Background: an optimization exercise with open tools, aiming at small area and a short achievable clock period. Do not read the settings as production practice. Function was checked by simulation only, so behaviour that the tests miss may differ from the original. No activity file was given, so power comes from the tool's default toggle rates.

==> flow/config.mk <==
export PLATFORM = sky130hd
export DESIGN_NAME = output_timing
export DESIGN_NICKNAME = output_timing
export VERILOG_FILES = /design/flow/design.v
export SDC_FILE = /design/flow/constraint.sdc
export NUM_CORES = 4
export LEC_CHECK = 0
export CAP_MARGIN = 20
export CORE_MARGIN = 2
export CORE_UTILIZATION = 55
export SLEW_MARGIN = 20
==> flow/constraint.sdc <==
create_clock -name core_clock -period 8.0 [get_ports {clk}]
set_input_delay 1.6000 -clock core_clock [delete_from_list [all_inputs] [get_ports {clk}]]
set_output_delay 1.6000 -clock core_clock [all_outputs]
set_load 0.01 [all_outputs]
==> flow/design.v <==
module output_timing#(
  parameter HFP_WIDTH=8,
  parameter HSW_WIDTH=4,
  parameter HBP_WIDTH=8,
  parameter HACTIVE_WIDTH=16,
  parameter DATA_WIDTH=8,
  parameter VFP_WIDTH=8,
  parameter VSW_WIDTH=4,
  parameter VBP_WIDTH=8,
  parameter VACTIVE_WIDTH=16
)(
  input                       clk,
  input                       rst_n,
  input                       sync_en,
  input                       hpol_i,
  input [HFP_WIDTH-1:0]       hfp_i,
  input [HSW_WIDTH-1:0]       hsw_i,
  input [HBP_WIDTH-1:0]       hbp_i,
  input [HACTIVE_WIDTH-1:0]   hactive_i,
  input [VFP_WIDTH-1:0]       vfp_i,
  input [VSW_WIDTH-1:0]       vsw_i,
  input [VBP_WIDTH-1:0]       vbp_i,
  input [VACTIVE_WIDTH-1:0]   vactive_i,
  input [DATA_WIDTH-1:0]      datar_i,
  input [DATA_WIDTH-1:0]      datag_i,
  input [DATA_WIDTH-1:0]      datab_i,
  output [DATA_WIDTH-1:0]     datar_o,
  output [DATA_WIDTH-1:0]     datag_o,
  output [DATA_WIDTH-1:0]     datab_o,
  output                      hsync_o,
  output                      vsync_o,
  output                      de_o
);
localparam [1:0] FP = 2'd0, SW = 2'd1, BP = 2'd2, POST = 2'd3;
localparam [1:0] PRE = 2'd0, ACT = 2'd1, END = 2'd2, UNR = 2'd3;
function [7:0] csa;
  input [7:0] fp;
  input [3:0] sw;
  input [7:0] bp;
  begin
    csa = {fp[3:0] ^ bp[3:0] ^ sw,
           (fp[3:0] & bp[3:0]) | (fp[3:0] & sw) | (bp[3:0] & sw)};
  end
endfunction
function eqk;
  input [7:0] sk;
  input [5:0] c;
  reg   [5:0] x, y, g;
  begin
    x   = {2'b00, sk[7:4]};
    y   = {1'b0, sk[3:0], 1'b0};
    g   = (x & y) | ((x | y) & ~c);
    eqk = ((x ^ y ^ c) == {g[4:0], 1'b0});
  end
endfunction
function [4:0] wrapinfo;
  input [7:0] fp;
  input [3:0] sw;
  input [7:0] bp;
  reg   [7:0] sk;
  reg   [3:0] s, k;
  reg         g1, g2, g3, t2, t3, c3;
  begin
    sk = csa(fp, sw, bp);
    s  = sk[7:4];
    k  = sk[3:0];
    g1 = s[1] & k[0];
    g2 = s[2] & k[1];
    g3 = s[3] & k[2];
    t2 = s[2] | k[1];
    t3 = s[3] | k[2];
    c3 = g2 | (t2 & g1);
    wrapinfo = {(&fp[7:4]) & (&bp[7:4]) & k[3] & (g3 | (t3 & c3)),
                s[3] ^ k[2] ^ c3, s[2] ^ k[1] ^ g1, s[1] ^ k[0], s[0]};
  end
endfunction
wire hfp_z = ~|hfp_i;
wire hsw_z = ~|hsw_i;
wire hbp_z = ~|hbp_i;
wire hfp_1 = (hfp_i == 8'd1);
wire hsw_1 = (hsw_i == 4'd1);
wire hbp_1 = (hbp_i == 8'd1);
wire hfp_2 = (hfp_i == 8'd2);
wire hsw_2 = (hsw_i == 4'd2);
wire hbp_2 = (hbp_i == 8'd2);
wire ha_z  = ~|hactive_i;
wire ha_1  = (hactive_i == 16'd1);
wire ha_2  = (hactive_i == 16'd2);
wire [4:0] hwi = wrapinfo(hfp_i, hsw_i, hbp_i);
wire [7:0] hcs = csa(hfp_i, hsw_i, hbp_i);
wire       hff = (&hfp_i[7:4]) & (&hbp_i[7:4]);
reg       hw_r, hc0_r, hc1_r, ha_zr, ha_1r, ha_2r, hpfp_r, hpsw_r;
reg [3:0] hcw_r;
always @(posedge clk) begin
  hw_r   <= hwi[4];
  hcw_r  <= hwi[3:0];
  hc0_r  <= (hff & eqk(hcs, 6'd32)) | (hfp_z & hsw_z & hbp_z);
  hc1_r  <= (hff & eqk(hcs, 6'd33)) | (hfp_1 & hsw_z & hbp_z) | (hfp_z & hsw_1 & hbp_z)
          | (hfp_z & hsw_z & hbp_1);
  ha_zr  <= ha_z;
  ha_1r  <= ha_1;
  ha_2r  <= ha_2;
  hpfp_r <= hsw_z & hbp_z;
  hpsw_r <= hbp_z;
end
wire [1:0] he0_p = hc0_r ? (ha_zr ? END : ACT) : PRE;
wire       he0_l = hc0_r ? ha_1r : (hcw_r == 4'd1);
wire [1:0] he1_p = hc0_r ? ((ha_zr | ha_1r) ? END : ACT)
                 : hc1_r ? (ha_zr ? END : ACT) : PRE;
wire       he1_l = hc0_r ? ha_2r : hc1_r ? ha_1r : (hcw_r == 4'd2);
wire       he1_3 = !hc1_r;      
reg [1:0] hsp_r;
reg [7:0] hsk_r;     
reg       hsl_r;     
wire [1:0] hp0   = !hfp_z ? FP : !hsw_z ? SW : !hbp_z ? BP : POST;
wire [1:0] hp0n  = !hfp_z ? (!hsw_z ? SW : !hbp_z ? BP : POST)
                 : !hsw_z ? (!hbp_z ? BP : POST) : POST;
wire       hl0_1 = !hfp_z ? hfp_1 : !hsw_z ? hsw_1 : hbp_1;
wire       hl0_2 = !hfp_z ? hfp_2 : !hsw_z ? hsw_2 : hbp_2;
wire       hl0n1 = !hfp_z ? (!hsw_z ? hsw_1 : hbp_1) : hbp_1;
wire [1:0] hp1   = hl0_1 ? hp0n : hp0;
wire       hs1_3 = !hl0_1;
wire       hs1_l = hl0_1 ? hl0n1 : hl0_2;
wire [1:0] hsn = (hsp_r == FP) ? (!hsw_z ? SW : !hbp_z ? BP : POST)
               : (hsp_r == SW) ? (!hbp_z ? BP : POST) : POST;
wire       hsn_1 = (hsp_r == FP) ? (!hsw_z ? hsw_1 : hbp_1) : hbp_1;
wire       hsa_post = (hsp_r == POST)
                    | (hsl_r & ((hsp_r == BP) | ((hsp_r == FP) & hpfp_r) | ((hsp_r == SW) & hpsw_r)));
wire [7:0] hs_len = (hsp_r == FP) ? hfp_i : (hsp_r == SW) ? {4'd0, hsw_i} : hbp_i;
reg [1:0]  hep_r;
reg [15:0] hke_r;    
reg        hel_r;
wire        hunr  = (hep_r == UNR);
wire [1:0]  he_p  = hunr ? he1_p : hep_r;
wire        he_l  = hunr ? he1_l : hel_r;
wire [15:0] he_k  = {hke_r[15:2], hke_r[1] | hunr, hke_r[0] | (hunr & he1_3)};
wire h_reach_c = hw_r ? he_l : hsa_post;
wire h_at_end  = (he_p == END);
wire h_end     = ((he_p == ACT) & he_l) | ((he_p == PRE) & h_reach_c & ha_zr);
always @(posedge clk) begin
  if (!rst_n | h_at_end) begin
    hsp_r <= hp1;
    hsk_r <= {6'd1, hs1_3};
    hsl_r <= hs1_l;
  end else if (!sync_en) begin
    hsp_r <= hp0;
    hsk_r <= 8'd2;
    hsl_r <= hl0_1;
  end else if (hsl_r) begin
    hsp_r <= hsn;
    hsk_r <= 8'd2;
    hsl_r <= hsn_1;
  end else begin
    hsk_r <= hsk_r + 8'd1;
    hsl_r <= (hsk_r == hs_len);
  end
end
always @(posedge clk) begin
  if (!rst_n) begin
    hep_r <= UNR;
    hke_r <= 16'd0;
  end else if (h_at_end) begin
    hep_r <= he1_p;
    hke_r <= {15'd1, he1_3};
    hel_r <= he1_l;
  end else if (!sync_en) begin
    hep_r <= he0_p;
    hke_r <= 16'd2;
    hel_r <= he0_l;
  end else if ((he_p == PRE) & h_reach_c) begin
    hep_r <= ha_zr ? END : ACT;
    hke_r <= 16'd2;
    hel_r <= ha_1r;
  end else if ((he_p == ACT) & he_l) begin
    hep_r <= END;
  end else begin
    hep_r <= he_p;
    hke_r <= he_k + 16'd1;
    hel_r <= (he_p == PRE) ? (he_k[3:0] == hcw_r) : (he_k == hactive_i);
  end
end
reg hsync_r, de_r;
always @(posedge clk) begin
  hsync_r <= rst_n & sync_en & (hsp_r == SW);
  de_r    <= rst_n & sync_en & (he_p == ACT);
end
assign hsync_o = hsync_r;
assign de_o    = de_r;
wire vfp_z = ~|vfp_i;
wire vsw_z = ~|vsw_i;
wire vbp_z = ~|vbp_i;
wire vfp_1 = (vfp_i == 8'd1);
wire vsw_1 = (vsw_i == 4'd1);
wire vbp_1 = (vbp_i == 8'd1);
wire va_z  = ~|vactive_i;
wire va_1  = (vactive_i == 16'd1);
wire [1:0] vp0   = !vfp_z ? FP : !vsw_z ? SW : !vbp_z ? BP : POST;
wire       vl0_1 = !vfp_z ? vfp_1 : !vsw_z ? vsw_1 : vbp_1;
wire [4:0] vwi = wrapinfo(vfp_i, vsw_i, vbp_i);
wire [7:0] vcs = csa(vfp_i, vsw_i, vbp_i);
wire       vff = (&vfp_i[7:4]) & (&vbp_i[7:4]);
reg       vw_r, vc0_r, va_zr, va_1r, vpfp_r, vpsw_r, vl0_1r;
reg [1:0] vp0_r;
reg [3:0] vcw_r;
always @(posedge clk) begin
  vw_r   <= vwi[4];
  vcw_r  <= vwi[3:0];
  vc0_r  <= (vff & eqk(vcs, 6'd32)) | (vfp_z & vsw_z & vbp_z);
  va_zr  <= va_z;
  va_1r  <= va_1;
  vpfp_r <= vsw_z & vbp_z;
  vpsw_r <= vbp_z;
  vp0_r  <= vp0;
  vl0_1r <= vl0_1;
end
wire [1:0] ve0_p = vc0_r ? (va_zr ? END : ACT) : PRE;
wire       ve0_l = vc0_r ? va_1r : (vcw_r == 4'd1);
reg [1:0] vsp_r;
reg [7:0] vsk_r;
reg       vsl_r;
wire       vunr  = (vep_r == UNR);
wire [1:0] vsp_e = vunr ? vp0_r : vsp_r;
wire       vsl_e = vunr ? vl0_1r : vsl_r;
wire [7:0] vsk_e = {vsk_r[7:2], vsk_r[1] | vunr, vsk_r[0]};
wire [1:0] vsn = (vsp_e == FP) ? (!vsw_z ? SW : !vbp_z ? BP : POST)
               : (vsp_e == SW) ? (!vbp_z ? BP : POST) : POST;
wire       vsn_1 = (vsp_e == FP) ? (!vsw_z ? vsw_1 : vbp_1) : vbp_1;
wire       vsa_post = (vsp_e == POST)
                    | (vsl_e & ((vsp_e == BP) | ((vsp_e == FP) & vpfp_r) | ((vsp_e == SW) & vpsw_r)));
wire [7:0] vs_len = (vsp_e == FP) ? vfp_i : (vsp_e == SW) ? {4'd0, vsw_i} : vbp_i;
reg [1:0]  vep_r;
reg [15:0] vke_r;
reg        vel_r;
wire [1:0]  ve_p  = vunr ? ve0_p : vep_r;
wire        ve_l  = vunr ? ve0_l : vel_r;
wire [15:0] ve_k  = {vke_r[15:2], vke_r[1] | vunr, vke_r[0]};
wire v_reach_c = vw_r ? ve_l : vsa_post;
wire v_last    = (ve_p == END) | ((ve_p == ACT) & ve_l)
               | ((ve_p == PRE) & v_reach_c & va_zr);
always @(posedge clk) begin
  if (!rst_n | v_last) begin
    vsk_r <= 8'd0;
  end else if (h_end) begin
    if (vsl_e) begin
      vsp_r <= vsn;
      vsk_r <= 8'd2;
      vsl_r <= vsn_1;
    end else begin
      vsp_r <= vsp_e;
      vsk_r <= vsk_e + 8'd1;
      vsl_r <= (vsk_e == vs_len);
    end
  end
end
always @(posedge clk) begin
  if (!rst_n) begin
    vep_r <= UNR;
    vke_r <= 16'd0;
  end else if (v_last) begin
    vep_r <= UNR;
    vke_r <= 16'd0;
  end else if (h_end) begin
    if ((ve_p == PRE) & v_reach_c) begin
      vep_r <= ACT;
      vke_r <= 16'd2;
      vel_r <= va_1r;
    end else begin
      vep_r <= ve_p;
      vke_r <= ve_k + 16'd1;
      vel_r <= (ve_p == PRE) ? (ve_k[3:0] == vcw_r) : (ve_k == vactive_i);
    end
  end
end
reg vsync_r;
always @(posedge clk) begin
  vsync_r <= rst_n & (vw_r ? (vsp_e != FP) : ((vsp_e == SW) | (ve_p == ACT)));
end
assign vsync_o = vsync_r;
reg [DATA_WIDTH-1:0] datar_r;
reg [DATA_WIDTH-1:0] datag_r;
reg [DATA_WIDTH-1:0] datab_r;
always @(posedge clk) begin
  if (!rst_n) begin
    datar_r <= {DATA_WIDTH{1'b0}};
    datag_r <= {DATA_WIDTH{1'b0}};
    datab_r <= {DATA_WIDTH{1'b0}};
  end else begin
    datar_r <= datar_i;
    datag_r <= datag_i;
    datab_r <= datab_i;
  end
end
assign datar_o = datar_r;
assign datag_o = datag_r;
assign datab_o = datab_r;
endmodule
==> flow/flow/run.sh <==
#!/bin/bash
# Standard ORFS layout, with plain buf_2 cells as the port buffers instead of
# the default delay-buffer cells, and timing repair aiming at 5.0 ns of setup
# slack.  Each tool's log is under orfs/logs/; make's output is in flow_make.log.
set -euo pipefail
bash standard.sh "BUFFER_PORTS_ARGS=-buffer_cell sky130_fd_sc_hd__buf_2" SETUP_SLACK_MARGIN=5.0 finish > flow_make.log 2>&1
==> flow/standard.sh <==
#!/bin/bash
# synth_recipe.tcl (not shown) runs the flow's synth.tcl, then flattens the netlist and writes it again
# the make line also repeats each setting of config.mk as NAME=value (left out here)
make -C /OpenROAD-flow-scripts/flow DESIGN_CONFIG=/design/flow/config.mk WORK_HOME=/design/flow/orfs CLKGATE_MAP_FILE= SYNTH_SCRIPT=/design/flow/synth_recipe.tcl "${@:-finish}"
==> flow_summary.yaml, run 1 <==
detailed_routing:
  drtPass1Iterations: 5
  drt-vias-per-instance: 5.65
  avgRoutedWirePerCell_um: 15.3
  drtAntennaViolNets: 0
  drt_iter0_drc: 289
  routed_wl_um: 14700
  route.detailed.drc: 0
  vias: 5454
synth:
  synth.distinct_cells: 72
  syn_avg_cell_area_um2: 8.86
  synth-main-ff-cell: "dfxtp_1"
  syn-cell-area_mm2: 0.00627
  synth_top_area_share: 0.335
  synthCells: 707
  synth_commonest_cells: "105 x dfxtp_1, 73 x nor2_1, 58 x xor2_1"
  synth.most_common_cell: "dfxtp_1"
  synthTopCellsByArea: "dfxtp_1 34%, xor2_1 8.1%, xnor2_1 5.3%"
  ys_seq_area_frac: 0.369
  synthArstFlopShare: 0
  synth_nets: 835
  synth_warnings: 1
  ys_ff_latch: 112
  synth_edf_count: 7
  yosys.area.top_type: "dfxtp_1"
pwr:
  internal-power_uw: 954
  total_power_mw: 1.35
  p_seq_frac: 0.462
  powerDensity_mw_per_mm2: 181
  p_leak_nw: 3.08
  power_frac_clock: 0.322
  peakVddDrop_uv: 137
  power_frac_comb: 0.216
  p_sw_frac: 0.294
  p_sw_uw: 397
floorplan:
  die_w_um: 111
  start_util: 0.571
  die_height_um: 111
  die-area_mm2: 0.0123
  rows: 38
  ios: 127
  core_area_mm2: 0.0110
timing:
  timing.hold.ws_ns: 0.517
  hold_viol: 0
  timing.final.crit_period_ns: 3.00
  finalCritPeriodShare: 0.375
  rsz0062_at_grt: "yes"
  skew_ns: 0.00540
  fmax_mhz: 334
  setup-tns-final_ns: 0
  setup_viol: 0
  drv_slew: 0
  tightest_slew_ns: 0.749
  slew_headroom: 0.493
critical_path:
  cp_data_arrival_time_ns: 3.09
  critPathKind: "primary input to flip-flop"
  required_ns: 8.09
  crit_start: "hbp_i[3]"
  crit_fanout: 4
  worstSetupStartpointType: "primary input"
  end_kind: "flip-flop"
  rr_startpoint: "vep_r[1]$_SDFFE_PP1P_"
  rrSetupSlack_ns: 5.19
cells_and_area:
  layout-drive-gt1-share: 0.229
  n_fill_cell: 918
  regArea_mm2: 0.00231
  final_core_util: 0.679
  area_delta_synth_final_pct: 19.0
  antenna_cells: 0
  multi_input_area_mm2: 0.00385
  finalNetCount: 948
  final_cells: 965
global_routing:
  grt_first_pass_wirelength_um: 24800
  grt_pass1_vias: 5263
  grt_max_degree: 34
  track_usage: 0.242
  antenna_found_initial: 0
  overflow: 0
clocking:
  htreeDepth: 3
  clock-sinks: 112
  insertion_delay_ns: 0.35
  cts.path.max_buffers: 2
  cts_buffers: 9
  root_buffer: "clkbuf_16"
  clk_pin_slew_ns: 0.07
  tritoncts: "built"
worst_hold_path:
  min_path_type: "flip-flop to flip-flop"
  hp-start: "vsk_r[1]$_SDFFE_PP0P_"
placed_design:
  dp_hpwl_um: 11100
  dp.cells: 944
  place.gp.congestion: 0.916
  io_buffers: 125
job:
  maxCapViolations: 0
status:
  outcome: "timing/DRC/antenna clean"
path summary, 6_finish.rpt:
path	endpoint	cells past startpoint
worst min register to register	vsk_r[1]$_SDFFE_PP0P_	2
worst max-delay path	hsp_r[0]$_DFFE_PP_	8
worst min-delay path	vsk_r[1]$_SDFFE_PP0P_	2
worst max register to register	vsp_r[1]$_DFFE_PP_	7
stage by stage:
stage                     setup WS [ns]  area, um2
final                              5.00       7460
after global routing               4.92       7460
after global placement             4.47       6990
after detailed placement           4.51       6990
after floorplan                    4.83       6340
after CTS                          4.97       7320
routing by layer:
metal / vias to the layer above / global-route usage / share of wire
met5: - / 0 / 0
met3: 18 / 0.0361 / 0.056
met4: 0 / 0.0908 / 0.018
met1: 2559 / 0.320 / 0.45
met2: 179 / 0.401 / 0.48
li1: 2698 / - / -
cell families after synthesis:
family | synth area share
compound gates | 0.120
xor+xnor | 0.134
fa+ha+maj | 0.0703
buf+inv | 0.0399
flops | 0.369
mux | 0.0298
simple gates | 0.236
area by class of cell:
| type | instances | area share |
|---|---|---|
| multi-input combinational | 532 | 0.516 |
| clock inverter | 5 | 0.00503 |
| clock buffer | 11 | 0.0340 |
| timing repair buffer | 130 | 0.0933 |
| tap | 140 | 0.0235 |
| sequential | 112 | 0.310 |
| inverter | 35 | 0.0186 |
repair_timing:
action | 4_1_cts | 5_1_grt
hold buffers | 0 | 0
resized for setup | 5 | 28
buffers inserted | 2 | 3
hold endpoints to repair | 0 | 0
setup endpoints to repair | 5 | 12
pin swaps | 3 | 10
critical path, cell delays in order:
cell      delay [ns]
buf_4           0.13
nor4_4          0.28
and3b_2         0.26
a211oi_1        0.09
a211oi_2        0.37
nand2_2         0.12
o32ai_1         0.16
a32oi_1         0.08
registers in the layout, indices dropped and copies added, names as in the netlist, 2 cells and up:
name / flops
vcw_r: 4
datab_r: 8
vep_r: 2
vsp_r: 2
hsk_r: 8
vsk_r: 8
hcw_r: 4
vp0_r: 2
hke_r: 16
hsp_r: 2
datag_r: 8
hep_r: 2
vke_r: 16
datar_r: 8
power by group through the flow:
| stage | Combinational [mW] | Clock [mW] | Sequential (mW) |
|---|---|---|---|
| floorplan | 0.196 | 0 | 0.627 |
| global placement | 0.267 | 0 | 0.635 |
| detailed placement | 0.276 | 0 | 0.637 |
| CTS | 0.282 | 0.442 | 0.624 |
| global route | 0.329 | 0.469 | 0.628 |
| finish | 0.292 | 0.435 | 0.624 |
placed cells by master (no fill, tap or decap), drive strengths merged, types with 6 or more instances in the layout:
| master | instances |
|---|---|
| nand4 | 23 |
| a21oi | 29 |
| o21ai | 30 |
| ha | 16 |
| mux2i | 14 |
| clkbuf | 13 |
| nand3 | 21 |
| nor4 | 25 |
| edfxtp | 7 |
| dfxtp | 105 |
| nor2b | 6 |
| and2 | 33 |
| a22oi | 7 |
| xor2 | 58 |
| buf | 128 |
| nand2 | 37 |
| inv | 36 |
| xnor2 | 38 |
| nor2 | 73 |
| nor3 | 17 |
| and3 | 7 |
| fa | 12 |
==> inputs of run 2 (changes only) <==
--- a/flow/config.mk
+++ b/flow/config.mk
@@ -8,4 +8,5 @@
 export CAP_MARGIN = 20
 export CORE_MARGIN = 2
-export CORE_UTILIZATION = 55
+export CORE_UTILIZATION = 60
+export GPL_TIMING_DRIVEN = 0
 export SLEW_MARGIN = 20
==> run 2 against run 1 <==
  * Still clean on timing, DRC and antenna
  * Global-route usage is 1.6 points higher
  * Clock skew increased by 0.0090 ns
  * Final cell count is 2.1% higher
  * Combinational power is 5% higher
  * Setup slack improved by 0.020 ns
  * Flip-flop and latch count unchanged
  * Core utilization grew 5.0 points
  * Largest cell class unchanged
==> flow_summary.yaml, run 2 <==
synth:
  muxShareOfSynthArea: 0.0298
  yosys.area_share.xor_xnor: 0.134
  synth.most_common_cell: "dfxtp_1"
  syn-cell-area_mm2: 0.00627
  synthArstFlopShare: 0
  synthCells: 707
  synth_top_area_share: 0.335
  synth_nets: 835
  synth.distinct_cells: 72
  synth_edf_count: 7
  ys_seq_area_frac: 0.369
  synth_adder_area_share: 0.0703
  synth_top_family_by_area: "simple AND/OR/NAND/NOR gates"
  synth-main-ff-cell: "dfxtp_1"
  synth-compound-area-share: 0.120
  synth_warnings: 1
  synthSimpleGateAreaFrac: 0.236
  synthTopCellsByArea: "dfxtp_1 34%, xor2_1 8.1%, xnor2_1 5.3%"
  synth_commonest_cells: "105 x dfxtp_1, 73 x nor2_1, 58 x xor2_1"
  ys_ff_latch: 112
  yosys.area.top_type: "dfxtp_1"
  syn_avg_cell_area_um2: 8.86
global_routing:
  overflow: 0
  grt_first_pass_wirelength_um: 23800
  grt_max_degree: 19
  track_usage: 0.258
  antenna_found_initial: 0
  busiest_layer: "met2"
  met3_usage: 0.0380
  use_met1: 0.318
  grt_pass1_vias: 5386
  use_met2: 0.455
detailed_routing:
  drtAntennaViolNets: 0
  routed_wl_um: 14600
  route.detailed.drc: 0
  drt_iter0_drc: 259
  drt-vias-per-instance: 5.66
  avgRoutedWirePerCell_um: 14.8
  vias: 5579
  drtPass1Iterations: 4
timing:
  drv_slew: 0
  finalCritPeriodShare: 0.372
  setup-tns-final_ns: 0
  tightest_slew_ns: 0.788
  rsz0062_at_grt: "yes"
  skew_ns: 0.0144
  slew_headroom: 0.469
  fmax_mhz: 336
  timing.final.crit_period_ns: 2.98
  setup_viol: 0
  hold_viol: 0
critical_path:
  end_kind: "flip-flop"
  required_ns: 8.26
  r2r_end: "vsp_r[1]$_DFFE_PP_"
  crit_chain: "buf_4 > fa_2 > inv_2 > ha_4 > xnor2_2 > nor4_2 > nand3_1 > o41ai_2"
  max_stage_delay_ns: 0.60
  crit_fanout: 3
  reg2reg_depth: 9
  crit_slowest_cell: "fa_2"
  worstSetupStartpointType: "primary input"
  cp_data_arrival_time_ns: 3.24
  rr_startpoint: "vep_r[1]$_SDFFE_PP1P_"
  critPathKind: "primary input to flip-flop"
  rrSetupSlack_ns: 5.34
worst_hold_path:
  holdPathEnd: "vke_r[1]$_SDFFE_PP0P_"
  min_path_type: "flip-flop to flip-flop"
  holdPathStages: 2
  hp-start: "vke_r[1]$_SDFFE_PP0P_"
placed_design:
  io_buffers: 122
  place.gp.congestion: 0.902
  post_dp_cell_area_mm2: 0.00712
  dp.cells: 965
  dp_hpwl_um: 11300
pwr:
  powerDensity_mw_per_mm2: 167
  total_power_mw: 1.24
  peakVddDrop_uv: 99.7
  p_leak_nw: 3.09
clocking:
  ctsHoldBuffers: 0
  clk_pin_slew_ns: 0.11
  clock-sinks: 112
  root_buffer: "clkbuf_8"
  tritoncts: "built"
  htreeDepth: 3
  cts_buffers: 9
  cts.path.max_buffers: 2
  insertion_delay_ns: 0.37
cells_and_area:
  layout-drive-gt1-share: 0.229
  top_regs: "hke_r x16, vke_r x16"
  final_cell_mix: "129 x buf_2, 105 x dfxtp_1, 73 x nor2_1"
  area_delta_synth_final_pct: 19.1
  multi_input_area_mm2: 0.00383
  n_fill_cell: 824
  final_common_cell: "buf_2"
  antenna_cells: 0
  regArea_mm2: 0.00231
  final_cells: 985
  final_core_util: 0.729
  fin_area_mm2: 0.00746
  finalNetCount: 972
floorplan:
  core_area_mm2: 0.0102
  ios: 127
  die_w_um: 106
  start_util: 0.612
  die-area_mm2: 0.0113
  rows: 37
  die_height_um: 106
status:
  outcome: "timing/DRC/antenna clean"
job:
  maxCapViolations: 0
run 2: cell counts after synthesis:
Identical to the previous run, type by type.
run 2: metrics by stage:
| stage | hold WS (ns) | setup WS, ns |
|---|---|---|
| after floorplan | 0.469 | 4.83 |
| after global placement | 0.483 | 4.48 |
| after detailed placement | 0.490 | 4.46 |
| after CTS | 0.507 | 4.94 |
| after global routing | 0.540 | 4.96 |
| final | 0.503 | 5.02 |
run 2: cell type report:
class	count	area share
Sequential cell	112	0.310
Multi-Input combinational cell	532	0.513
Timing Repair Buffer	126	0.0892
Inverter	35	0.0189
Tap cell	136	0.0228
Clock inverter	5	0.00553
Buffer	28	0.0201
Clock buffer	11	0.0203
run 2: how the worst max path moves through the flow:
| stage | start | end | slack [ns] |
|---|---|---|---|
| 4_1_cts | hfp_i[3] | hc1_r$_DFF_P_ | 4.94 |
| 2_1_floorplan | hfp_i[1] | hcw_r[3]$_DFF_P_ | 4.83 |
| 3_3_place_gp | hfp_i[3] | hc1_r$_DFF_P_ | 4.48 |
| 3_5_place_dp | hfp_i[3] | hc1_r$_DFF_P_ | 4.46 |
| 6_report | hbp_i[2] | hc1_r$_DFF_P_ | 5.02 |
| 5_1_grt | hbp_i[3] | hsp_r[0]$_DFFE_PP_ | 4.96 |
run 2: timing repair:
item | CTS | global route
buffers inserted | 0 | 4
endpoints found under the hold margin | 0 | 0
setup endpoints to repair | 3 | 5
pin swaps | 0 | 9
gates resized for setup | 3 | 24
run 2: cell families (layout without fill, tap and decap cells):
group                    count (synthesis)  in the layout
AND/OR/NAND/NOR                        279            279
AO/OA/AOI/OAI                          112            112
flip-flops                             112            112
XOR/XNOR                                96             96
buffers and inverters                   63            205
adder cells (fa/ha/maj)                 28             28
multiplexers                            17             17
run 2: worst max-delay path, delay by kind of cell:
kind | cells | cell delay (ns)
and+or+nand+nor | 2 | 0.48
AOI/OAI and AO/OA | 1 | 0.09
adders and majority gates | 2 | 0.75
xor gates and xnor gates | 1 | 0.13
buffers and inverters | 2 | 0.19
run 2: layer usage:
metal,wire length (um),share of wire
met1,6140,0.42
met2,7180,0.49
met4,246,0.017
met5,0,0
met3,1000,0.069
run 2: where the power goes:
group / switching, mW / leakage, nW / total [mW] / internal (mW)
registers: 0.0200 / 0.928 / 0.615 / 0.595
logic: 0.174 / 2.07 / 0.308 / 0.134
clock network: 0.188 / 0.0917 / 0.320 / 0.132
total: 0.383 / 3.09 / 1.24 / 0.861
==> inputs of run 3 (changes only) <==
--- a/flow/config.mk
+++ b/flow/config.mk
@@ -8,5 +8,4 @@
 export CAP_MARGIN = 20
 export CORE_MARGIN = 2
-export CORE_UTILIZATION = 60
-export GPL_TIMING_DRIVEN = 0
+export CORE_UTILIZATION = 65
 export SLEW_MARGIN = 20
==> run 3 against run 2 <==
  * Synthesized cell count stayed put
  * Clock skew is 0.0032 ns higher
  * Design area is 1.7% lower
  * Still clean
  * Sequential share of layout area is 0.53 points higher
  * Die area is 7.4% lower
  * Largest power group unchanged
  * Clock power is 2% lower
  * Clock-buffer cell count is 1 lower
  * Combinational power is 3% lower
  * Global-route usage is 1.6 points higher
  * Critical path depth stayed put
  * Flip-flop and latch count stayed put
  * Sequential power is 1% higher
==> flow_summary.yaml, run 3 <==
cells_and_area:
  final_core_util: 0.790
  final_cell_mix: "121 x buf_2, 105 x dfxtp_1, 73 x nor2_1"
  area_delta_synth_final_pct: 17.1
  multi_input_area_mm2: 0.00385
  regArea_mm2: 0.00231
  top_regs: "hke_r x16, vke_r x16"
  antenna_cells: 0
  final_common_cell: "buf_2"
  n_fill_cell: 680
  layout-drive-gt1-share: 0.230
  finalNetCount: 948
synth:
  synth_warnings: 1
  ys_seq_area_frac: 0.369
  synth.distinct_cells: 72
  syn-cell-area_mm2: 0.00627
  syn_avg_cell_area_um2: 8.86
  yosys.area.top_type: "dfxtp_1"
  synth_commonest_cells: "105 x dfxtp_1, 73 x nor2_1, 58 x xor2_1"
  synth_nets: 835
  synthTopCellsByArea: "dfxtp_1 34%, xor2_1 8.1%, xnor2_1 5.3%"
  synthArstFlopShare: 0
  ys_ff_latch: 112
  synth.most_common_cell: "dfxtp_1"
  synthCells: 707
  synth_top_area_share: 0.335
  synth-main-ff-cell: "dfxtp_1"
  synth_edf_count: 7
clocking:
  root_buffer: "clkbuf_8"
  clk_pin_slew_ns: 0.11
  cts_buffers: 9
  insertion_delay_ns: 0.37
  cts.path.max_buffers: 2
  tritoncts: "built"
  htreeDepth: 3
  clock-sinks: 112
timing:
  setup_viol: 0
  hold_viol: 0
  drv_slew: 0
  slew_headroom: 0.550
  skew_ns: 0.0176
  setup-tns-final_ns: 0
  tightest_slew_ns: 0.669
  fmax_mhz: 332
  finalCritPeriodShare: 0.377
  rsz0062_at_grt: "yes"
  timing.final.crit_period_ns: 3.01
worst_hold_path:
  hp-start: "vsk_r[1]$_SDFFE_PP0P_"
  holdPathEnd: "vsk_r[1]$_SDFFE_PP0P_"
  min_path_type: "flip-flop to flip-flop"
  holdPathStages: 2
critical_path:
  worstSetupStartpointType: "primary input"
  required_ns: 8.26
  end_kind: "flip-flop"
  critPathKind: "primary input to flip-flop"
  crit_fanout: 4
  rrSetupSlack_ns: 5.21
  r2r_end: "vsp_r[1]$_DFFE_PP_"
  cp_data_arrival_time_ns: 3.27
  reg2reg_depth: 7
  rr_startpoint: "vep_r[1]$_SDFFE_PP1P_"
detailed_routing:
  drt_iter0_drc: 269
  vias: 5550
  route.detailed.drc: 0
  routed_wl_um: 15000
  avgRoutedWirePerCell_um: 15.7
  drtAntennaViolNets: 0
  drtPass1Iterations: 5
  drt-vias-per-instance: 5.82
pwr:
  powerDensity_mw_per_mm2: 168
  p_leak_nw: 3.03
  peakVddDrop_uv: 102
floorplan:
  die-area_mm2: 0.0104
  ios: 127
  core_area_mm2: 0.00928
  die_height_um: 102
  rows: 35
  die_w_um: 102
  start_util: 0.675
global_routing:
  grt_first_pass_wirelength_um: 23200
  track_usage: 0.274
  grt_max_degree: 34
  overflow: 0
  grt_pass1_vias: 5273
  antenna_found_initial: 0
placed_design:
  place.gp.congestion: 0.898
  dp_hpwl_um: 10800
  io_buffers: 125
status:
  outcome: "timing/DRC/antenna clean"
job:
  maxCapViolations: 0
==> run 3: through the flow <==
stage | instance area [um2] | total power, mW | hold WS [ns] | setup WS [ns] | std cells
floorplan | 6340 | 0.823 | 0.469 | 4.83 | 707
global placement | 6980 | 0.898 | 0.484 | 4.50 | 933
detailed placement | 6980 | 0.910 | 0.495 | 4.47 | 933
CTS | 7210 | 1.22 | 0.513 | 5.02 | 951
global route | 7340 | 1.30 | 0.540 | 4.94 | 954
finish | 7340 | 1.24 | 0.507 | 4.99 | 954
==> run 3: worst max path at each step <==
stage              from                  to  slack (ns)  cells past startpoint
6_report       hsw_i[2]       hc1_r$_DFF_P_        4.99                      8
5_1_grt        hbp_i[3]  hsp_r[0]$_DFFE_PP_        4.94                      8
4_1_cts        hfp_i[7]  hsp_r[0]$_DFFE_PP_        5.02                      7
3_5_place_dp   hfp_i[3]       hc1_r$_DFF_P_        4.47                      8
3_3_place_gp   hfp_i[3]       hc1_r$_DFF_P_        4.50                      8
2_1_floorplan  hfp_i[1]    hcw_r[3]$_DFF_P_        4.83                      6
==> run 3: critical path, stage by stage <==
cell	delay [ns]
buf_6	0.11
fa_2	0.59
buf_6	0.12
ha_4	0.21
xnor2_2	0.14
nor4_2	0.25
nand3_1	0.15
o41ai_2	0.10
==> run 3: cell type report <==
| class | instances | share of cell area |
|---|---|---|
| clock inverters | 6 | 0.00716 |
| inverters | 35 | 0.0189 |
| multi-input cells | 532 | 0.525 |
| repair buffers | 130 | 0.0938 |
| well taps | 129 | 0.0220 |
| clock buffers | 10 | 0.0174 |
| flip-flops and latches | 112 | 0.315 |
==> run 3: timing repair <==
item,in CTS,in global routing
endpoints found under the setup margin,2,13
pin swaps,5,10
buffers inserted,2,3
cloned,0,0
resized for setup,7,24
hold buffers,0,0
==> run 3: per-layer routing <==
| layer | wire (um) | global-route usage | vias up |
|---|---|---|---|
| met5 | 0 | 0 | - |
| li1 | - | - | 2691 |
| met4 | 193 | 0.0862 | 0 |
| met3 | 1040 | 0.0465 | 26 |
| met1 | 6350 | 0.345 | 2593 |
| met2 | 7420 | 0.480 | 240 |
==> run 3: cells by family after synthesis <==
kind of cell    count (synthesis)  share of synthesized area
flops                         112                      0.369
simple gates                  279                      0.236
compound gates                112                      0.120
mux                            17                     0.0298
fa+ha+maj                      28                     0.0703
buf+inv                        63                     0.0399
xor+xnor                       96                      0.134
==> run 3: power by group <==
group,internal (mW),switching (mW)
registers,0.595,0.0287
clock network,0.118,0.196
logic,0.130,0.168
==> inputs of run 4 (changes only) <==
==> flow/flow/run.sh (replaced) <==
#!/bin/bash
# Standard ORFS layout, with plain buf_2 cells as the port buffers instead of
# the default delay-buffer cells, and timing repair aiming at 5.4 ns of setup
# slack.  Each tool's log is under orfs/logs/; make's output is in flow_make.log.
set -euo pipefail
bash standard.sh "BUFFER_PORTS_ARGS=-buffer_cell sky130_fd_sc_hd__buf_2" SETUP_SLACK_MARGIN=5.4 finish > flow_make.log 2>&1
--- a/flow/config.mk
+++ b/flow/config.mk
@@ -8,4 +8,4 @@
 export CAP_MARGIN = 20
 export CORE_MARGIN = 2
-export CORE_UTILIZATION = 65
+export CORE_UTILIZATION = 60
 export SLEW_MARGIN = 20
==> run 4 against run 3 <==
  * Critical endpoint is now hcw_r[3]$_DFF_P_
  * Global-route usage is 0.61 points lower
  * Largest power group unchanged
  * Final cell count is 2.5% higher
  * Register-to-register slack better by 0.24 ns
  * First-iteration DRC count is 12% lower
  * Clock-buffer cell count stayed put
  * Combinational power is 12% higher
  * Core utilization is 3.0 points lower
  * Design area is 6.1% higher
  * Highest routed layer unchanged
  * Flip-flop and latch count stayed put
==> flow_summary.yaml, run 4 <==
global_routing:
  antenna_found_initial: 0
  grt_pass1_vias: 5326
  track_usage: 0.268
  overflow: 0
  grt_max_degree: 34
  grt_first_pass_wirelength_um: 24600
critical_path:
  worstSetupStartpointType: "primary input"
  crit_fanout: 2
  cp_data_arrival_time_ns: 3.25
  critPathKind: "primary input to flip-flop"
  rrSetupSlack_ns: 5.45
  required_ns: 8.29
  end_kind: "flip-flop"
synth:
  synthTopCellsByArea: "dfxtp_1 34%, xor2_1 8.1%, xnor2_1 5.3%"
  syn_avg_cell_area_um2: 8.86
  ys_seq_area_frac: 0.369
  synth_warnings: 1
  synth.most_common_cell: "dfxtp_1"
  syn-cell-area_mm2: 0.00627
  synthArstFlopShare: 0
  synthCells: 707
  synth_top_area_share: 0.335
  ys_ff_latch: 112
  synth_nets: 835
  synth.distinct_cells: 72
  synth_commonest_cells: "105 x dfxtp_1, 73 x nor2_1, 58 x xor2_1"
  synth_edf_count: 7
  yosys.area.top_type: "dfxtp_1"
  synth-main-ff-cell: "dfxtp_1"
timing:
  tightest_slew_ns: 0.773
  hold_viol: 0
  drv_slew: 0
  setup-tns-final_ns: 0
  slew_headroom: 0.479
  timing.hold.ws_ns: 0.501
  setup_viol: 0
  timing.final.crit_period_ns: 2.96
  fmax_mhz: 338
  rsz0062_at_grt: "yes"
  setup_ws_ns: 5.04
  skew_ns: 0.0170
  finalCritPeriodShare: 0.370
clocking:
  insertion_delay_ns: 0.38
  tritoncts: "built"
  clk_pin_slew_ns: 0.11
  clock-sinks: 112
  cts.path.max_buffers: 2
  htreeDepth: 3
  cts_buffers: 9
  root_buffer: "clkbuf_8"
detailed_routing:
  vias: 5619
  routed_wl_um: 15500
  drt_iter0_drc: 236
  avgRoutedWirePerCell_um: 15.8
  drt-vias-per-instance: 5.75
  route.detailed.drc: 0
  drtAntennaViolNets: 0
  drtPass1Iterations: 5
pwr:
  peakVddDrop_uv: 84.1
  powerDensity_mw_per_mm2: 163
  p_leak_nw: 3.20
cells_and_area:
  fin_area_mm2: 0.00778
  top_regs: "hke_r x16, vke_r x16"
  final_core_util: 0.761
  final_common_cell: "dfxtp_1"
  final_cell_mix: "105 x dfxtp_1, 104 x buf_2, 71 x nor2_1"
  finalNetCount: 965
  n_fill_cell: 735
  area_delta_synth_final_pct: 24.2
  layout-drive-gt1-share: 0.283
  antenna_cells: 0
placed_design:
  place_ws_ns: 4.46
  post_dp_cell_area_mm2: 0.00705
  io_buffers: 125
  place.gp.congestion: 0.883
  dp_hpwl_um: 10800
floorplan:
  rows: 37
  die-area_mm2: 0.0113
  ios: 127
  die_height_um: 106
  core_area_mm2: 0.0102
  start_util: 0.612
  die_w_um: 106
worst_hold_path:
  min_path_type: "flip-flop to flip-flop"
job:
  maxCapViolations: 0
status:
  outcome: "timing/DRC/antenna clean"
-- run 4: path summary, 6_finish.rpt --
| path | from | to | cells past startpoint |
|---|---|---|---|
| max | hbp_i[1] | hcw_r[3]$_DFF_P_ | 7 |
| max reg2reg | vep_r[1]$_SDFFE_PP1P_ | vsl_r$_DFFE_PP_ | 7 |
| min | vsk_r[1]$_SDFFE_PP0P_ | vsk_r[1]$_SDFFE_PP0P_ | 2 |
| min reg2reg | vsk_r[1]$_SDFFE_PP0P_ | vsk_r[1]$_SDFFE_PP0P_ | 2 |
-- run 4: timing repair --
| action | in CTS | in global routing |
|---|---|---|
| endpoints found under the hold margin | 0 | 0 |
| pin swaps | 18 | 16 |
| gates cloned | 0 | 0 |
| buffers inserted | 8 | 13 |
| endpoints found under the setup margin | 45 | 33 |
| hold buffers | 0 | 0 |
| resized for setup | 56 | 36 |
-- run 4: logic make-up after synthesis --
| group | share of synthesized area |
|---|---|
| AO/OA/AOI/OAI | 0.120 |
| XOR/XNOR | 0.134 |
| adder cells (fa/ha/maj) | 0.0703 |
| buffers and inverters | 0.0399 |
| flip-flops | 0.369 |
| multiplexers | 0.0298 |
| AND/OR/NAND/NOR | 0.236 |
-- run 4: area by class of cell --
| type | count | area, um2 | share of cell area |
|---|---|---|---|
| well taps | 136 | 170 | 0.0219 |
| clock buffers | 10 | 128 | 0.0164 |
| inverters | 35 | 146 | 0.0188 |
| clock inverters | 6 | 52.6 | 0.00675 |
| repair buffers | 147 | 941 | 0.121 |
| multi-input cells | 532 | 4030 | 0.518 |
| flip-flops and latches | 112 | 2310 | 0.297 |
-- run 4: critical path, stage by stage --
cell and delay, ns:
buf_8 0.10, fa_2 0.61, ha_4 0.15, fa_2 0.20, inv_2 0.05, fa_2 0.51, inv_1 0.03
-- run 4: power breakdown --
group / total (mW) / switching [mW] / internal [mW]
Combinational: 0.333 / 0.183 / 0.151
Clock: 0.315 / 0.197 / 0.118
Sequential: 0.620 / 0.0251 / 0.595
Total: 1.27 / 0.405 / 0.864
-- run 4: routing by layer --
metal	global-route usage	vias to the layer above	wire (um)
met2	0.478	218	7760
met1	0.333	2646	6520
met3	0.0331	23	950
met5	0	-	0
met4	0.0902	0	252
li1	-	2732	-
-- run 4: stage by stage --
| stage | std cells | total power [mW] |
|---|---|---|
| after floorplan | 707 | 0.827 |
| after global placement | 941 | 0.904 |
| after detailed placement | 941 | 0.913 |
| after CTS | 965 | 1.25 |
| after global routing | 978 | 1.34 |
| final | 978 | 1.27 |
==> inputs of run 5 (changes only) <==
==> flow/flow/run.sh (replaced) <==
#!/bin/bash
# Standard ORFS layout, with plain buf_2 cells as the port buffers instead of
# the default delay-buffer cells, and timing repair aiming at 4.8 ns of setup
# slack.  Each tool's log is under orfs/logs/; make's output is in flow_make.log.
set -euo pipefail
bash standard.sh "BUFFER_PORTS_ARGS=-buffer_cell sky130_fd_sc_hd__buf_2" SETUP_SLACK_MARGIN=4.8 finish > flow_make.log 2>&1
==> run 5 against run 4 <==
  * Wire length fell by 9.9%
  * Critical endpoint is now hc1_r$_DFF_P_
  * Critical path type unchanged
  * Still clean on timing, DRC and antenna
  * Non-clock buffer count fell by 21
  * Sequential power barely moved
  * Sequential share of layout area rose by 2.5 points
  * Largest power group unchanged
  * Final cell count fell by 2.1%
  * Maximum frequency fell by 4.3%
  * Register-to-register slack got worse by 0.23 ns
==> flow_summary.yaml, run 5 <==
status:
  outcome: "timing/DRC/antenna clean"
cells_and_area:
  finalNetCount: 944
  regArea_mm2: 0.00231
  layout-drive-gt1-share: 0.192
  final_cell_mix: "125 x buf_2, 105 x dfxtp_1, 73 x nor2_1"
  area_delta_synth_final_pct: 14.4
  antenna_cells: 0
  top_regs: "hke_r x16, vke_r x16"
  n_fill_cell: 853
  multi_input_area_mm2: 0.00372
  final_common_cell: "buf_2"
  final_cells: 957
timing:
  drv_slew: 0
  setup_ws_ns: 4.91
  setup_viol: 0
  tightest_slew_ns: 0.791
  rsz0062_at_grt: "no"
  finalCritPeriodShare: 0.387
  setup-tns-final_ns: 0
  hold_viol: 0
  slew_headroom: 0.473
  timing.final.crit_period_ns: 3.09
  skew_ns: 0.0177
  fmax_mhz: 323
global_routing:
  antenna_found_initial: 0
  grt_pass1_vias: 5068
  busiest_layer: "met2"
  track_usage: 0.247
  use_met2: 0.418
  use_met1: 0.323
  grt_max_degree: 34
  grt_first_pass_wirelength_um: 22900
  met3_usage: 0.0466
  overflow: 0
placed_design:
  place.gp.congestion: 0.898
  place_ws_ns: 4.49
  io_buffers: 125
  dp_hpwl_um: 10700
  dp.cells: 941
synth:
  synth.distinct_cells: 72
  syn-cell-area_mm2: 0.00627
  synthArstFlopShare: 0
  synth.most_common_cell: "dfxtp_1"
  yosys.area.top_type: "dfxtp_1"
  synth_warnings: 1
  synthTopCellsByArea: "dfxtp_1 34%, xor2_1 8.1%, xnor2_1 5.3%"
  synth_top_area_share: 0.335
  synth-main-ff-cell: "dfxtp_1"
  synth_edf_count: 7
  synthCells: 707
  syn_avg_cell_area_um2: 8.86
  ys_seq_area_frac: 0.369
  synth_nets: 835
  ys_ff_latch: 112
  synth_commonest_cells: "105 x dfxtp_1, 73 x nor2_1, 58 x xor2_1"
critical_path:
  max_stage_delay_ns: 0.62
  end_kind: "flip-flop"
  critPathKind: "primary input to flip-flop"
  crit_fanout: 3
  required_ns: 8.25
  cp_data_arrival_time_ns: 3.35
  crit_start: "hfp_i[3]"
  path_buf_inv: 2
  cp_top_family: "adder cells"
  worstSetupStartpointType: "primary input"
  rr_startpoint: "hsp_r[1]$_DFFE_PP_"
  crit_chain: "buf_2 > inv_1 > fa_1 > ha_1 > xnor2_1 > nor4_2 > nand3_1 > o41ai_1"
  crit_slowest_cell: "fa_1"
floorplan:
  ios: 127
  start_util: 0.612
  core_area_mm2: 0.0102
  die-area_mm2: 0.0113
  rows: 37
  die_w_um: 106
  die_height_um: 106
clocking:
  post_cts_buffers: 0
  cts.path.max_buffers: 2
  clk_pin_slew_ns: 0.11
  root_buffer: "clkbuf_8"
  cts_buffers: 9
  insertion_delay_ns: 0.38
  tritoncts: "built"
  htreeDepth: 3
  clock-sinks: 112
detailed_routing:
  drt-vias-per-instance: 5.63
  avgRoutedWirePerCell_um: 14.6
  vias: 5386
  route.detailed.drc: 0
  drtAntennaViolNets: 0
  drt_iter0_drc: 236
  drtPass1Iterations: 5
  routed_wl_um: 14000
worst_hold_path:
  hp-start: "vsk_r[1]$_SDFFE_PP0P_"
  min_path_type: "flip-flop to flip-flop"
pwr:
  powerDensity_mw_per_mm2: 172
  p_leak_nw: 3.00
  peakVddDrop_uv: 115
job:
  maxCapViolations: 0
[run 5: where the power goes]
part / internal, mW / switching [mW] / leakage (nW)
Combinational: 0.118 / 0.155 / 1.98
Clock: 0.147 / 0.193 / 0.101
Sequential: 0.595 / 0.0278 / 0.928
Total: 0.860 / 0.376 / 3.00
[run 5: tightest hold or removal path, stage by stage, from the launching register on]
cell	delay [ns]
dfxtp_1	0.33
nor2_1	0.10
nor3_1	0.05
[run 5: cell type report]
| type | count | share of cell area |
|---|---|---|
| Clock inverter | 6 | 0.00978 |
| Sequential cell | 112 | 0.323 |
| Tap cell | 136 | 0.0237 |
| Multi-Input combinational cell | 532 | 0.519 |
| Inverter | 35 | 0.0183 |
| Timing Repair Buffer | 126 | 0.0883 |
| Clock buffer | 10 | 0.0178 |
[run 5: logic make-up (layout without fill, tap and decap cells)]
kind of cell,count (synthesis),after routing,share of synthesized area
AO/OA/AOI/OAI,112,112,0.120
buffers and inverters,63,177,0.0399
flip-flops,112,112,0.369
XOR/XNOR,96,96,0.134
AND/OR/NAND/NOR,279,279,0.236
adder cells (fa/ha/maj),28,28,0.0703
multiplexers,17,17,0.0298
[run 5: per-layer routing]
metal	vias up	part of all wire
li1	2688	-
met4	0	0.0094
met3	11	0.053
met5	-	0
met1	2526	0.46
met2	161	0.48
[run 5: metrics by stage]
| stage | hold WS, ns | cell area [um2] | util | power [mW] |
|---|---|---|---|---|
| 6_report | 0.506 | 7170 | 0.701 | 1.24 |
| 5_1_grt | 0.527 | 7170 | 0.701 | 1.30 |
| 4_1_cts | 0.505 | 7160 | 0.699 | 1.24 |
| 3_5_place_dp | 0.488 | 6960 | 0.680 | 0.907 |
| 3_3_place_gp | 0.483 | 6960 | 0.680 | 0.897 |
| 2_1_floorplan | 0.469 | 6280 | - | 0.820 |
[run 5: what timing repair did]
item / in CTS / in global routing
setup endpoints to repair: 0 / 2
hold buffers: 0 / 0
resized for setup: 0 / 2
hold endpoints to repair: 0 / 0
[run 5: final timing paths]
kind	endpoint	slack, ns	depth (start not counted)
max	hc1_r$_DFF_P_	4.91	8
min	vsk_r[1]$_SDFFE_PP0P_	0.51	2
max reg2reg	vel_r$_DFFE_PP_	5.22	6
min reg2reg	vsk_r[1]$_SDFFE_PP0P_	0.51	2
==> inputs of run 6 (changes only) <==
==> flow/flow/run.sh (replaced) <==
#!/bin/bash
# Standard ORFS layout, with plain buf_1 cells as the port buffers instead of
# the default delay-buffer cells, and timing repair aiming at 5.0 ns of setup
# slack.  Each tool's log is under orfs/logs/; make's output is in flow_make.log.
set -euo pipefail
bash standard.sh "BUFFER_PORTS_ARGS=-buffer_cell sky130_fd_sc_hd__buf_1" SETUP_SLACK_MARGIN=5.0 finish > flow_make.log 2>&1
==> run 6 against run 5 <==
  * Non-clock buffer count up 1
  * Wire length up 4.2%
  * Worst hold slack worse by 0.012 ns
  * Clock-buffer cell count stayed put
  * Die area is the same
  * Combinational power up 3%
  * First-iteration DRC count is 20% higher
  * Synthesized area unchanged
  * Final cell count is 0.10% higher
  * Largest cell class unchanged
==> flow_summary.yaml, run 6 <==
synth:
  synthArstFlopShare: 0
  synth.most_common_cell: "dfxtp_1"
  synth_commonest_cells: "105 x dfxtp_1, 73 x nor2_1, 58 x xor2_1"
  ys_ff_latch: 112
  synthTopCellsByArea: "dfxtp_1 34%, xor2_1 8.1%, xnor2_1 5.3%"
  synth_warnings: 1
  synth-main-ff-cell: "dfxtp_1"
  syn-cell-area_mm2: 0.00627
  synth_edf_count: 7
  synth_top_area_share: 0.335
  yosys.area.top_type: "dfxtp_1"
  synth.distinct_cells: 72
  ys_seq_area_frac: 0.369
  synthCells: 707
  synth_nets: 835
  syn_avg_cell_area_um2: 8.86
clocking:
  cts.path.max_buffers: 2
  cts_buffers: 9
  clock-sinks: 112
  ctsHoldBuffers: 0
  clk_pin_slew_ns: 0.09
  htreeDepth: 3
  root_buffer: "clkbuf_8"
  insertion_delay_ns: 0.38
  tritoncts: "built"
cells_and_area:
  antenna_cells: 0
  layout-drive-gt1-share: 0.0876
  final_cells: 958
  finalNetCount: 945
  final_common_cell: "buf_1"
  final_cell_mix: "111 x buf_1, 105 x dfxtp_1, 73 x nor2_1"
  fin_area_mm2: 0.00714
  area_delta_synth_final_pct: 14.0
  n_fill_cell: 851
  regArea_mm2: 0.00231
  top_regs: "hke_r x16, vke_r x16"
  multi_input_area_mm2: 0.00382
global_routing:
  grt_pass1_vias: 5268
  antenna_found_initial: 0
  grt_first_pass_wirelength_um: 23900
  overflow: 0
  track_usage: 0.258
  grt_max_degree: 34
timing:
  timing.hold.ws_ns: 0.494
  setup_viol: 0
  skew_ns: 0.0134
  finalCritPeriodShare: 0.374
  timing.final.crit_period_ns: 2.99
  fmax_mhz: 334
  setup-tns-final_ns: 0
  hold_viol: 0
  drv_slew: 0
  slew_headroom: 0.521
  rsz0062_at_grt: "yes"
  tightest_slew_ns: 0.711
critical_path:
  crit_fanout: 4
  end_kind: "flip-flop"
  worstSetupStartpointType: "primary input"
  critPathKind: "primary input to flip-flop"
  rrSetupSlack_ns: 5.23
  crit_slowest_cell: "fa_2"
  max_stage_delay_ns: 0.50
  rr_startpoint: "vep_r[0]$_SDFFE_PP1P_"
  required_ns: 8.32
  reg2reg_depth: 7
  cp_data_arrival_time_ns: 3.31
  crit_chain: "buf_4 > fa_2 > buf_4 > fa_2 > inv_1 > fa_1 > inv_1"
  r2r_end: "vsl_r$_DFFE_PP_"
detailed_routing:
  vias: 5489
  route.detailed.drc: 0
  drtAntennaViolNets: 0
  drtPass1Iterations: 5
  avgRoutedWirePerCell_um: 15.2
  drt_iter0_drc: 283
  drt-vias-per-instance: 5.73
  routed_wl_um: 14500
floorplan:
  start_util: 0.612
  rows: 37
  ios: 127
  die_w_um: 106
  die-area_mm2: 0.0113
  die_height_um: 106
  core_area_mm2: 0.0102
pwr:
  p_leak_nw: 2.69
  powerDensity_mw_per_mm2: 171
  peakVddDrop_uv: 102
placed_design:
  post_dp_cell_area_mm2: 0.00683
  place.gp.congestion: 0.924
  dp.cells: 940
  dp_hpwl_um: 11100
  io_buffers: 125
status:
  outcome: "timing/DRC/antenna clean"
worst_hold_path:
  hp-start: "vsk_r[1]$_SDFFE_PP0P_"
  min_path_type: "flip-flop to flip-flop"
  holdPathStages: 2
  holdPathEnd: "vsk_r[1]$_SDFFE_PP0P_"
job:
  maxCapViolations: 0
[run 6: changes by cell type in the layout (fill, tap and decap cells not counted), moves of 3 or more]
cell / before / now
inv_1: 35 / 29
nor4_1: 24 / 21
buf_4: 1 / 5
ha_1: 15 / 12
nor4_2: 1 / 4
inv_2: 0 / 5
fa_1: 10 / 4
clkbuf_2: 0 / 4
fa_2: 2 / 8
buf_2: 125 / 6
buf_1: 0 / 111
[run 6: stage by stage]
stage	utilization	total power [mW]	worst slack [ns]
after floorplan	-	0.823	4.83
after global placement	0.668	0.894	4.27
after detailed placement	0.668	0.904	4.21
after CTS	0.688	1.21	4.97
after global routing	0.698	1.29	4.95
final	0.698	1.22	5.01
[run 6: cell families after synthesis]
| family | count (synthesis) | synth area share |
|---|---|---|
| AOI/OAI and AO/OA | 112 | 0.120 |
| xor gates and xnor gates | 96 | 0.134 |
| adders and majority gates | 28 | 0.0703 |
| buffers and inverters | 63 | 0.0399 |
| DFF | 112 | 0.369 |
| muxes | 17 | 0.0298 |
| and+or+nand+nor | 279 | 0.236 |
[run 6: area by class of cell]
type | instances | area share
well taps | 136 | 0.0238
clock inverters | 6 | 0.00578
inverters | 35 | 0.0194
repair buffers | 127 | 0.0727
clock buffers | 10 | 0.0193
multi-input cells | 532 | 0.535
flip-flops and latches | 112 | 0.324
[run 6: what timing repair did]
action	CTS	global route
gates cloned	0	0
buffers inserted	0	2
resized for setup	11	32
pin swaps	1	8
endpoints found under the setup margin	53	13
[run 6: how the worst max path moves through the flow]
stage	start	slack, ns	cells after the start	to
after floorplan	hfp_i[1]	4.83	6	hcw_r[3]$_DFF_P_
after global placement	rst_n	4.27	4	vsp_r[0]$_DFFE_PP_
after detailed placement	rst_n	4.21	4	vsp_r[1]$_DFFE_PP_
after CTS	hfp_i[3]	4.97	8	hc1_r$_DFF_P_
after global routing	hsw_i[2]	4.95	8	hc1_r$_DFF_P_
final	hsw_i[2]	5.01	7	hcw_r[3]$_DFF_P_
[run 6: worst max-delay path: cells and delay by family]
family / cells / cell delay (ns)
buffers and inverters: 4 / 0.43
adder cells (fa/ha/maj): 3 / 1.28
[run 6: power breakdown]
part           switching, mW  leakage [nW]  internal, mW
Combinational          0.162          1.66         0.119
Sequential            0.0294         0.928         0.595
Clock                  0.191        0.0968         0.123
Total                  0.382          2.69         0.837
[run 6: metal layers]
| layer | part of all wire | up-vias | global-route usage |
|---|---|---|---|
| li1 | - | 2689 | - |
| met2 | 0.49 | 202 | 0.439 |
| met5 | 0 | - | 0 |
| met3 | 0.053 | 30 | 0.0356 |
| met4 | 0.020 | 0 | 0.0959 |
| met1 | 0.44 | 2568 | 0.333 |
==> inputs of run 7 (changes only) <==
--- a/flow/config.mk
+++ b/flow/config.mk
@@ -8,4 +8,4 @@
 export CAP_MARGIN = 20
 export CORE_MARGIN = 2
-export CORE_UTILIZATION = 60
+export CORE_UTILIZATION = 70
 export SLEW_MARGIN = 20
==> run 7 against run 6 <==
  * Sequential power about the same
  * Clock-buffer cell count grew 1
  * Wire length is 4.0% lower
  * Flip-flop and latch count is the same
  * Setup slack worse by 0.040 ns
  * Worst hold slack improved by 0.0081 ns
  * Synthesized cell count stayed put
  * Largest cell class unchanged
==> flow_summary.yaml, run 7 <==
status:
  outcome: "timing/DRC/antenna clean"
cells_and_area:
  fin_area_mm2: 0.00714
  final_cell_mix: "110 x buf_1, 105 x dfxtp_1, 73 x nor2_1"
  n_fill_cell: 573
  antenna_cells: 0
  final_core_util: 0.818
  finalNetCount: 945
  final_common_cell: "buf_1"
  area_delta_synth_final_pct: 13.9
  final_cells: 930
  top_regs: "hke_r x16, vke_r x16"
  layout-drive-gt1-share: 0.0852
clocking:
  clk_pin_slew_ns: 0.10
  tritoncts: "built"
  ctsHoldBuffers: 0
  insertion_delay_ns: 0.37
  clock-sinks: 112
  cts.path.max_buffers: 2
  cts_buffers: 9
  root_buffer: "clkbuf_8"
  htreeDepth: 3
critical_path:
  end_kind: "flip-flop"
  worstSetupStartpointType: "primary input"
  crit_fanout: 3
  required_ns: 8.25
  cp_data_arrival_time_ns: 3.28
  reg2reg_depth: 6
  critPathKind: "primary input to flip-flop"
global_routing:
  grt_first_pass_wirelength_um: 23100
  antenna_found_initial: 0
  track_usage: 0.282
  grt_pass1_vias: 5195
  grt_max_degree: 34
  overflow: 0
detailed_routing:
  drt-vias-per-instance: 5.93
  drtPass1Iterations: 5
  routed_wl_um: 13900
  route.detailed.drc: 0
  drt_iter0_drc: 246
  drtAntennaViolNets: 0
  vias: 5513
  avgRoutedWirePerCell_um: 15.0
synth:
  synth-main-ff-cell: "dfxtp_1"
  synth_nets: 835
  synth_top_area_share: 0.335
  synth_commonest_cells: "105 x dfxtp_1, 73 x nor2_1, 58 x xor2_1"
  syn_avg_cell_area_um2: 8.86
  synth_edf_count: 7
  synthCells: 707
  synthTopCellsByArea: "dfxtp_1 34%, xor2_1 8.1%, xnor2_1 5.3%"
  yosys.area.top_type: "dfxtp_1"
  ys_ff_latch: 112
  synth.distinct_cells: 72
  ys_seq_area_frac: 0.369
  synthArstFlopShare: 0
  syn-cell-area_mm2: 0.00627
  synth.most_common_cell: "dfxtp_1"
  synth_warnings: 1
placed_design:
  dp.cells: 912
  post_dp_cell_area_mm2: 0.00680
  dp_hpwl_um: 10500
  io_buffers: 125
  place.gp.congestion: 0.918
floorplan:
  die_height_um: 98.6
  ios: 127
  core_area_mm2: 0.00872
  start_util: 0.719
  die-area_mm2: 0.00972
  die_w_um: 98.6
  rows: 34
timing:
  slew_headroom: 0.520
  drv_slew: 0
  hold_viol: 0
  timing.final.crit_period_ns: 3.03
  fmax_mhz: 330
  setup_viol: 0
  setup-tns-final_ns: 0
  skew_ns: 0.0193
  rsz0062_at_grt: "yes"
  tightest_slew_ns: 0.712
  finalCritPeriodShare: 0.379
job:
  maxCapViolations: 0
worst_hold_path:
  holdPathStages: 2
  min_path_type: "flip-flop to flip-flop"
pwr:
  peakVddDrop_uv: 134
  powerDensity_mw_per_mm2: 174
  p_leak_nw: 2.69
  total_power_mw: 1.24
run 7: worst paths after layout:
| kind | startpoint | to | slack, ns |
|---|---|---|---|
| worst min-delay path | vsk_r[1]$_SDFFE_PP0P_ | vsk_r[1]$_SDFFE_PP0P_ | 0.50 |
| worst min register to register | vsk_r[1]$_SDFFE_PP0P_ | vsk_r[1]$_SDFFE_PP0P_ | 0.50 |
| worst max-delay path | hbp_i[3] | hc1_r$_DFF_P_ | 4.97 |
| worst max register to register | vep_r[1]$_SDFFE_PP1P_ | vsp_r[1]$_DFFE_PP_ | 5.27 |
run 7: layout make-up:
class                   instances  area, um2  area share
well taps                     108        135      0.0189
flip-flops and latches        112       2310       0.324
repair buffers                127        536      0.0750
multi-input cells             532       3820       0.535
clock inverters                 5       65.1     0.00912
inverters                      35        139      0.0195
clock buffers                  11        131      0.0184
run 7: power by group:
part	internal (mW)	leakage [nW]	total [mW]	switching, mW
Clock	0.149	0.0985	0.336	0.187
Combinational	0.118	1.67	0.281	0.163
Sequential	0.595	0.928	0.623	0.0284
Total	0.862	2.69	1.24	0.378
run 7: logic make-up (layout without fill, tap and decap cells):
family,after synthesis,in the layout,share of synthesized area
buf+inv,63,178,0.0399
compound gates,112,112,0.120
xor+xnor,96,96,0.134
flops,112,112,0.369
fa+ha+maj,28,28,0.0703
mux,17,17,0.0298
simple gates,279,279,0.236
run 7: worst max-delay path: stages:
cell and delay [ns]:
clkbuf_2 0.12, inv_1 0.07, fa_2 0.57, ha_1 0.25
xnor2_1 0.15, nor4_2 0.25, nand3_1 0.16, o41ai_2 0.11
run 7: stage by stage:
step | hold WS, ns | setup WS (ns)
after floorplan | 0.469 | 4.83
after global placement | 0.483 | 4.33
after detailed placement | 0.489 | 4.22
after CTS | 0.507 | 4.93
after global routing | 0.534 | 4.94
final | 0.502 | 4.97
run 7: timing repair:
action | 4_1_cts | 5_1_grt
endpoints found under the setup margin | 54 | 15
gates resized for setup | 13 | 37
endpoints found under the hold margin | 0 | 0
setup buffers | 1 | 1
pin swaps | 4 | 12
run 7: routing by layer:
layer  global-route usage  share of wire  up-vias
met5                    0              0        -
met4               0.0969          0.015        0
met3               0.0326          0.055       20
met2                0.500           0.50      200
met1                0.358           0.43     2588
li1                     -              -     2705
==> inputs of run 8 (changes only) <==
--- a/flow/config.mk
+++ b/flow/config.mk
@@ -6,6 +6,7 @@
 export NUM_CORES = 4
 export LEC_CHECK = 0
+export ABC_AREA = 1
 export CAP_MARGIN = 20
 export CORE_MARGIN = 2
-export CORE_UTILIZATION = 70
+export CORE_UTILIZATION = 65
 export SLEW_MARGIN = 20
==> run 8 against run 7 <==
  * Wire length is 21% higher
  * Largest cell class unchanged
  * Maximum frequency rose by 0.33%
  * Critical endpoint is now hc0_r$_DFF_P_
  * Non-clock buffer count up 1
  * Register-to-register slack better by 0.07 ns
  * Clock power is 3% lower
  * Combinational power increased by 13%
  * Flip-flop and latch count is the same
  * Clock skew is 0.0046 ns lower
  * First-iteration DRC count is 46% higher
  * Synthesized area is 16% higher
  * Clock-buffer cell count did not move
==> flow_summary.yaml, run 8 <==
status:
  outcome: "timing/DRC/antenna clean"
synth:
  yosys.area_share.xor_xnor: 0.0580
  synth_adder_area_share: 0.0608
  synth_top_area_share: 0.290
  syn-cell-area_mm2: 0.00724
  synthCells: 1101
  synth_warnings: 1
  synthArstFlopShare: 0
  synth_nets: 1229
  ys_seq_area_frac: 0.319
  synth.most_common_cell: "nand2_1"
  synthTopCellsByArea: "dfxtp_1 29%, nand2_1 16%, inv_1 9.2%"
  syn_avg_cell_area_um2: 6.58
  synth-compound-area-share: 0.0753
  yosys.area.top_type: "dfxtp_1"
  synth_commonest_cells: "300 x nand2_1, 177 x inv_1, 120 x nand3_1"
  ys_ff_latch: 112
floorplan:
  die-area_mm2: 0.0120
  core_area_mm2: 0.0108
  rows: 38
  die_w_um: 110
  ios: 127
detailed_routing:
  drt-vias-per-instance: 5.19
  routed_wl_um: 16800
  route.detailed.drc: 0
  drtPass1Iterations: 6
  drtAntennaViolNets: 0
timing:
  fmax_mhz: 331
  skew_ns: 0.0147
  setup-tns-final_ns: 0
  rsz0062_at_grt: "yes"
  finalCritPeriodShare: 0.378
  setup_viol: 0
  timing.hold.ws_ns: 0.492
cells_and_area:
  final_common_cell: "nand2_1"
  finalNetCount: 1339
  final_cells: 1356
  regArea_mm2: 0.00231
  multi_input_area_mm2: 0.00417
  final_cell_mix: "300 x nand2_1, 173 x inv_1, 119 x nand3_1"
  top_regs: "hke_r x16, vke_r x16"
  area_delta_synth_final_pct: 10.9
critical_path:
  critPathKind: "primary input to flip-flop"
  required_ns: 8.29
  worstSetupStartpointType: "primary input"
  crit_chain: "buf_1 > inv_2 > fa_2 > ha_2 > or2_4 > nor3_4 > nand3_2 > o32ai_2"
  end_kind: "flip-flop"
  crit_fanout: 3
  path_buf_inv: 2
  cp_top_family: "adder cells"
  max_stage_delay_ns: 0.48
  crit_slowest_cell: "fa_2"
  reg2reg_depth: 8
clocking:
  clock-sinks: 112
  tritoncts: "built"
  cts_buffers: 9
  clk_pin_slew_ns: 0.10
  htreeDepth: 3
  insertion_delay_ns: 0.39
  cts.path.max_buffers: 2
  root_buffer: "clkbuf_8"
global_routing:
  grt_first_pass_wirelength_um: 27300
  antenna_found_initial: 0
  overflow: 0
placed_design:
  dp_hpwl_um: 12900
  place.gp.congestion: 0.923
  dp.cells: 1338
job:
  maxCapViolations: 0
worst_hold_path:
  holdPathStages: 2
pwr:
  powerDensity_mw_per_mm2: 157
  peakVddDrop_uv: 170
## run 8: worst reg2reg max path: stages (launching register included)
cell and delay, ns:
edfxtp_1 0.60, nor2_1 0.27, nand2_1 0.12, a21oi_1 0.08, nor2_2 0.21, nand3_4 0.32
nand2_8 0.29, inv_1 0.12, nor2_1 0.32
## run 8: power by group
part / leakage (nW) / internal (mW) / switching, mW / total [mW]
logic: 2.65 / 0.116 / 0.201 / 0.317
clock network: 0.0964 / 0.128 / 0.198 / 0.326
registers: 0.928 / 0.594 / 0.0224 / 0.616
total: 3.68 / 0.838 / 0.421 / 1.26
## run 8: per-stage QoR
stage	total power, mW	cell area [um2]
6_report	1.26	8040
3_3_place_gp	0.928	7750
2_1_floorplan	0.853	7280
3_5_place_dp	0.933	7750
5_1_grt	1.34	8040
4_1_cts	1.26	7970
## run 8: cell families (layout without fill, tap and decap cells)
logic type	after synthesis	after routing
buffers and inverters	210	324
XOR/XNOR	48	48
AO/OA/AOI/OAI	94	95
AND/OR/NAND/NOR	609	609
adder cells (fa/ha/maj)	28	28
flip-flops	112	112
## run 8: worst paths after layout
check | start | endpoint
setup / recovery | hsw_i[3] | hc0_r$_DFF_P_
hold / removal | vke_r[1]$_SDFFE_PP0P_ | vke_r[1]$_SDFFE_PP0P_
setup reg to reg | hsp_r[1]$_DFFE_PP_ | vsl_r$_DFFE_PP_
hold reg to reg | vke_r[1]$_SDFFE_PP0P_ | vke_r[1]$_SDFFE_PP0P_
## run 8: layout make-up
cell class                      instances  area share
Multi-Input combinational cell        780       0.518
Sequential cell                       112       0.288
Inverter                              180      0.0867
Timing Repair Buffer                  128      0.0623
Tap cell                              140      0.0218
Clock buffer                           11      0.0176
Clock inverter                          5     0.00576
## run 8: timing repair
action,4_1_cts,5_1_grt
gates resized for setup,9,12
cloned,0,1
buffers inserted,1,0
setup endpoints to repair,8,10
endpoints found under the hold margin,0,0
pin swaps,2,3
## run 8: metal layers
metal | GRT usage | vias up | wire [um]
met1 | 0.380 | 3151 | 7620
met5 | 0 | - | 0
met4 | 0.0660 | 0 | 144
met3 | 0.0516 | 14 | 985
met2 | 0.473 | 177 | 8050
li1 | - | 3692 | -

Check on run 8: ideal ports give 4.978 ns setup slack; a clkbuf_16 on the clock port and buf_2 on the inputs give 4.989 ns; moving port delays by the midpoint clock arrival (0.417 ns) as well gives 4.571 ns.
